Context: an optimization exercise on an open-source flow, tuned for small area. The choices shown serve that exercise and are no tape-out recipe.
For this run, only the layout was checked, not whether the RTL still works.
Power and IR drop assume default switching activity.

## design/flow/design.v

```verilog
module clock(
input clk,
input rst,
input hours_increment,
input hours_decrement,
input mins_increment,
input mins_decrement,
output [7:0] SEG,
output [5:0] ENABLE
    );
reg [3:0] seconds;
reg [2:0] t_secs;
reg [3:0] minutes;
reg [2:0] t_mins;
reg [3:0] hours;
reg       t_hours;
wire hour_inc, hour_dec, min_inc, min_dec;
wire tick;    
wire sec;     
debouncer inst1 (.CLK(clk), .rst(rst), .switch_input(hours_increment), .trans_dn(hour_inc));
debouncer inst2 (.CLK(clk), .rst(rst), .switch_input(hours_decrement), .trans_dn(hour_dec));
debouncer inst3 (.CLK(clk), .rst(rst), .switch_input(mins_increment), .trans_dn(min_inc));
debouncer inst4 (.CLK(clk), .rst(rst), .switch_input(mins_decrement), .trans_dn(min_dec));
refresh in(.clk(clk), .rst(rst), .seconds(seconds), .t_secs(t_secs), .minutes(minutes),
           .t_mins(t_mins), .hours(hours), .t_hours(t_hours), .sec(sec), .SEG(SEG), .ENABLE(ENABLE));
wire s9  = seconds[3] & seconds[0];
wire ts5 = t_secs[2] & t_secs[0];
wire m9  = minutes[3] & minutes[0];
wire m0  = ~|minutes;
wire tm5 = t_mins[2] & t_mins[0];
wire tm0 = ~|t_mins;
wire h9  = (hours == 4'd9);
wire h2  = (hours == 4'd2);
wire h1  = (hours == 4'd1);
wire h0  = (hours == 4'd0);
always @(posedge clk)
if (rst)
begin
	seconds <= 0;
	t_secs <= 0;
	minutes <= 0;
	t_mins <= 0;
	hours <= 0;
	t_hours <= 0;
end
else
begin
	if (hour_inc)
	begin
		hours <= hours + 4'd1;
		if (h9 && !t_hours) begin hours <= 0; t_hours <= 1; end
		if (h2 && t_hours)  begin hours <= 1; t_hours <= 0; end
	end
	else if (hour_dec)
	begin
		hours <= hours - 4'd1;
		if (t_hours && h0)  begin t_hours <= 0; hours <= 9; end
		if (!t_hours && h1) begin t_hours <= 1; hours <= 2; end
	end
	else if (min_inc)
	begin
		minutes <= minutes + 4'd1;
		if (m9) begin minutes <= 0; t_mins <= tm5 ? 3'd0 : t_mins + 3'd1; end
	end
	else if (min_dec)
	begin
		minutes <= minutes - 4'd1;
		if (m0) begin minutes <= 9; t_mins <= tm0 ? 3'd5 : t_mins - 3'd1; end
	end
	if (sec)
	begin
		seconds <= seconds + 4'd1;
		if (s9)
		begin
			seconds <= 0;
			t_secs <= t_secs + 3'd1;
			if (ts5)
			begin
				t_secs <= 0;
				minutes <= minutes + 4'd1;
				if (m9)
				begin
					minutes <= 0;
					t_mins <= t_mins + 3'd1;
					if (tm5)
					begin
						t_mins <= 0;
						hours <= hours + 4'd1;
						if (h9 && !t_hours) begin hours <= 0; t_hours <= 1; end
						if (h2 && t_hours)  begin hours <= 1; t_hours <= 0; end
					end
				end
			end
		end
	end
end
endmodule
module debouncer(
    input CLK,
    input rst,
    input switch_input,
    output trans_dn
    );
reg sync_0, sync_1, state;
reg [6:0] count;
wire idle = (state == sync_1);
wire z = ~|count[5:0];
wire finished = z & ~count[6];
always @(posedge CLK)
begin
  if (rst) begin
    sync_0 <= 1'b0;
    sync_1 <= 1'b0;
    state <= 1'b0;
  end else begin
    sync_0 <= switch_input;
    sync_1 <= sync_0;
    if (~idle & finished) state <= ~state;
  end
end
always @(posedge CLK)
  if (idle) count <= 7'b0000001;
  else count <= {count[5:0], count[6] ^ count[5] ^ z};
assign trans_dn = ~idle & finished & ~state;
endmodule
module refresh(
    input clk,
    input rst,
    input [3:0] seconds, input [2:0] t_secs, input [3:0] minutes,
    input [2:0] t_mins, input [3:0] hours, input t_hours,
    output sec,
    output [7:0] SEG,
    output reg [5:0] ENABLE
    );
reg [5:0] pre;
reg [2:0] posn;
reg [5:0] hi;
reg [3:0] digit_data;    
reg [3:0] digit_shown;   
wire step = ~pre[0] & ~pre[1] & ~pre[3] & ~pre[5];    
wire p5 = (posn == 3'd5);
wire hi_last = ~hi[0] & hi[2] & hi[3] & ~hi[5];      
assign sec = step & p5 & hi_last;
always @(posedge clk)
if (rst)
begin
  pre <= 6'b000001;
  posn <= 3'd7;
  hi <= 6'b000010;
  digit_data <= 0;
  digit_shown <= 4'hf;
end
else
begin
  digit_shown <= digit_data;
  pre <= step ? 6'b000001 : {pre[4:0], pre[5] ^ pre[0]};
  if (step)
  begin
    posn <= p5 ? 3'd0 : (posn == 3'd7) ? 3'd1 : posn + 3'd1;
    if (p5) hi <= hi_last ? 6'b000010 : {hi[4:0], hi[5] ^ hi[0]};
    case (posn)
      3'd1: digit_data <= {1'b0, t_secs};
      3'd2: digit_data <= minutes;
      3'd3: digit_data <= {1'b0, t_mins};
      3'd4: digit_data <= hours;
      3'd5: digit_data <= {3'b000, t_hours};
      default: digit_data <= seconds;
    endcase
  end
end
always @*
  case (posn)
    3'd1: ENABLE = 6'b111110;
    3'd2: ENABLE = 6'b111101;
    3'd3: ENABLE = 6'b111011;
    3'd4: ENABLE = 6'b110111;
    3'd5: ENABLE = 6'b101111;
    3'd0: ENABLE = 6'b011111;
    default: ENABLE = 6'b000000;
  endcase
to_7_seg decoder(.count(digit_shown), .SEG(SEG));
endmodule
module to_7_seg(
		input  [3:0] count,
		output reg [7:0] SEG
    );
always @*
	case(count)
	4'd0: SEG = 8'b11111100;
	4'd1: SEG = 8'b01100000;
	4'd2: SEG = 8'b11011010;
	4'd3: SEG = 8'b11110010;
	4'd4: SEG = 8'b01100110;
	4'd5: SEG = 8'b10110110;
	4'd6: SEG = 8'b10111110;
	4'd7: SEG = 8'b11100000;
	4'd8: SEG = 8'b11111110;
	4'd9: SEG = 8'b11110110;
	default: SEG = 8'b00000000;
	endcase
endmodule
```

## design/flow/run.sh

```bash
#!/bin/bash
# synth_recipe.tcl (not shown) runs the flow's synth.tcl, then flattens the netlist and writes it again
# the make line also repeats each setting of config.mk as NAME=value (left out here)
make -C /OpenROAD-flow-scripts/flow DESIGN_CONFIG=/design/flow/config.mk WORK_HOME=/design/flow/orfs CLKGATE_MAP_FILE= SYNTH_SCRIPT=/design/flow/synth_recipe.tcl finish
```

## design/flow/config.mk

```make
export PLATFORM = sky130hd
export DESIGN_NAME = clock
export DESIGN_NICKNAME = clock
export VERILOG_FILES = /design/flow/design.v
export SDC_FILE = /design/flow/constraint.sdc
export NUM_CORES = 4
export LEC_CHECK = 0
export ABC_AREA = 1
export CAP_MARGIN = 20
export CORE_MARGIN = 2
export CORE_UTILIZATION = 40
export PLACE_DENSITY = 0.6
export SLEW_MARGIN = 20
```

## design/flow/constraint.sdc

```tcl
create_clock -name core_clock -period 10.0 [get_ports {clk}]
set_input_delay 2.0000 -clock core_clock [delete_from_list [all_inputs] [get_ports {clk}]]
set_output_delay 2.0000 -clock core_clock [all_outputs]
set_load 0.01 [all_outputs]
```

==> impl_metrics.json <==
{
  "status": "no timing/DRC/antenna violations",
  "finalHoldViolCount": 0,
  "netlist_area_um2": 4210,
  "post_cts_resized": 0,
  "port_buffers": 18,
  "core_um2": 10300,
  "gp_routability_congestion": 0.800,
  "grt_overflow": 0,
  "syn2layout_area_growth_pct": 12.7,
  "synth_edf_count": 0,
  "num_vias": 3614,
  "period_minus_slack_ns": 4.10,
  "path_class": "reg -> out",
  "syn_nets": 625,
  "drv_slew": 0,
  "slew_headroom_pct": 60.8,
  "power_frac_seq_pct": 54.2,
  "grt_max_degree": 33,
  "wirelength_um": 8200,
  "start_kind": "flop",
  "grt_pass1_vias": 3403,
  "setup_violations": 0,
  "post-route-drc-count": 0,
  "critPathCaptureType": "output port",
  "period_share_pct": 41.0,
  "synth_area_leaders": "dfxtp_1, nor2_1, inv_1, nand2_1, ha_1",
  "utilization_pct": 46.2,
  "rr_startpoint": "in.posn[1]",
  "path_max_fanout": 4,
  "whs_path_depth": 2,
  "yosysSeqAreaShare_pct": 40.4,
  "synthArstFlopShare_pct": 0,
  "p_leak_uw": 0.00220,
  "yosys-top-cells-count": "nor2_1, inv_1, nand2_1, dfxtp_1, o21ai_0",
  "routedWlPerCell_um": 10.8,
  "die_area_um2": 11400,
  "diodes": 0,
  "min_to": "inst1.sync_1",
  "worst_hold_slack_ns": 0.405,
  "ys_ff_latch": 85,
  "dp_hpwl_um": 6170,
  "netlist.area_leader.share_pct": 40.4,
  "clock_skew_ns": 0.00930,
  "firstDrtPassIters": 5,
  "combPwrFrac_pct": 7.3,
  "yosysMostFrequentCell": "nor2_1",
  "die_h_um": 107,
  "synth.avg_cell_area_um2": 7.08,
  "power_frac_clock_pct": 38.5,
  "cts_made_buffers": 9,
  "drive_gt1_share_pct": 6.42,
  "post_dp_cell_area_um2": 4540,
  "p_int_uw": 489,
  "root_buffer": "clkbuf_8",
  "max_cap_violations": 0,
  "io_pins": 20,
  "rrSetupSlack_ns": 8.02,
  "final_area_um2": 4750,
  "multi_input_area_um2": 2070,
  "synth-main-ff-cell": "dfxtp_1",
  "detail-route-antenna-nets": 0,
  "layout.nets": 648,
  "cts.clk_slew.worst_paths_ns": 0.08,
  "power_switching_share_pct": 24.3,
  "crit-reg2reg-capture": "hours[3]",
  "routed_via_density": 4.76,
  "synth.distinct_cells": 41,
  "tightest_slew_ns": 0.587,
  "tns_ns": 0,
  "fillers": 1070,
  "cts.path.max_buffers": 2,
  "htree_levels": 3,
  "postSynthCellCount": 595,
  "required_ns": 8.00,
  "die_w_um": 107,
  "cts_tree": "yes",
  "ir_drop_mv": 0.0776,
  "critical_path_arrival_ns": 2.10,
  "yosys.area.top_type": "dfxtp_1",
  "track_usage_pct": 15.3,
  "min_path_type": "reg -> reg",
  "p_per_area_nw_per_um2": 136,
  "initial_core_util_pct": 41.0,
  "row_count": 37,
  "antenna_found_initial": 0,
  "reg2reg_depth": 11,
  "rsz0062_at_grt": "false",
  "clk_latency_ns": 0.35,
  "cts.sinks": 85,
  "p_switching_uw": 157,
  "max_freq_mhz": 244,
  "seq_area_um2": 1700,
  "post_cts_buffers": 0,
  "yosys_warnings": 4,
  "holdBufCountCts": 0,
  "hold_path.startpoint": "inst1.sync_0",
  "drt_iter0_markers": 116,
  "grt_pass1_wl_um": 14400
}
state kept, by name, indices dropped and copies added, names as in the netlist, 3 cells and up:
name,flops
inst2.count,7
seconds,4
t_mins,3
SEG,7
in.hi,6
inst4.count,7
hours,4
inst1.count,7
in.digit_data,4
t_secs,3
in.pre,6
inst3.count,7
in.posn,3
minutes,4
critical path: stages (launching register included):
cell	delay [ns]
dfxtp_1	0.36
inv_1	0.10
ha_1	0.20
inv_1	0.05
nor2_1	0.04
nor2_1	0.18
inv_1	0.07
or2_2	0.27
clkdlybuf4s50_1	0.48
stage by stage:
step / total power, uW / cells / setup WS [ns]
2_1_floorplan: 391 / 595 / 6.78
3_3_place_gp: 405 / 743 / 6.21
3_5_place_dp: 406 / 743 / 6.18
4_1_cts: 659 / 759 / 5.88
5_1_grt: 677 / 759 / 5.76
6_report: 646 / 759 / 5.90
placed cells by master (no fill, tap or decap), types with 4 or more instances in the layout:
| cell type | n |
|---|---|
| nand2_1 | 99 |
| dfxtp_1 | 85 |
| o21ai_0 | 38 |
| a21oi_1 | 34 |
| inv_1 | 105 |
| clkdlybuf4s50_1 | 18 |
| nand3_1 | 33 |
| ha_1 | 24 |
| nor2_1 | 107 |
| nor3_1 | 5 |
| o22ai_1 | 10 |
| inv_2 | 4 |
| clkbuf_8 | 10 |
layer usage:
metal / share of wire, % / GRT usage (%)
met5: 0 / 0
met4: 1.3 / 5.10
met3: 2.9 / 2.92
met2: 47 / 26.7
met1: 48 / 19.0
how the worst max path moves through the flow:
stage / slack [ns] / startpoint / endpoint / cells after the start
floorplan: 6.78 / rst / SEG[4] / 8
global route: 5.76 / in.posn[0] / ENABLE[2] / 8
global placement: 6.21 / rst / SEG[4] / 9
CTS: 5.88 / in.posn[0] / ENABLE[2] / 8
detailed placement: 6.18 / rst / SEG[4] / 9
finish: 5.90 / in.posn[0] / ENABLE[2] / 8
cell type report:
class | instances | area share, %
multi-input cells | 394 | 43.6
flip-flops and latches | 85 | 35.9
repair buffers | 19 | 3.95
clock inverters | 6 | 1.45
well taps | 136 | 3.59
clock buffers | 10 | 2.90
inverters | 109 | 8.62
cell families after synthesis:
logic type	after synthesis	synth area share [%]
AO/OA/AOI/OAI	95	12.4
XOR/XNOR	5	1.22
adder cells (fa/ha/maj)	24	7.13
buffers and inverters	116	10.5
flip-flops	85	40.4
other	1	0.0890
AND/OR/NAND/NOR	269	28.4
power by group through the flow:
stage,Clock [uW],Sequential (uW),Combinational (uW)
final,249,350,47.0
after global routing,272,352,54.0
after floorplan,0,358,32.2
after CTS,261,351,47.6
after detailed placement,0,359,47.2
after global placement,0,358,46.7

## afterwards: timing with drivers on the ports
How much do the figures lean on ideal ports? The routed layout below was timed once more, with nothing changed but the port constraints. Step 1 (the two cells are an assumption about what drives the block):
set clk [get_ports {clk}]
set_driving_cell -lib_cell sky130_fd_sc_hd__clkbuf_16 $clk
set_driving_cell -lib_cell sky130_fd_sc_hd__buf_2 [delete_from_list [all_inputs] $clk]
Step 2 times the ports against the registers' clock, not the clock port: input delays grow and output delays shrink by t, the midpoint of the rising clock arrivals with the driver on. a / b / c = no drivers / after step 1 / after step 2; a / b = the first two.
t (ns): 0.379
setup WS [ns]: 5.902 / 5.868 / 6.196
hold slack, ns: 0.405 / 0.405 / 0.405
slew at the worst register clock pin (ns): 0.09 / 0.09
After both steps setup and hold are still met in this run. For this run, drivers alone change the setup slack by -0.034 ns; drivers and shift together by +0.294 ns.
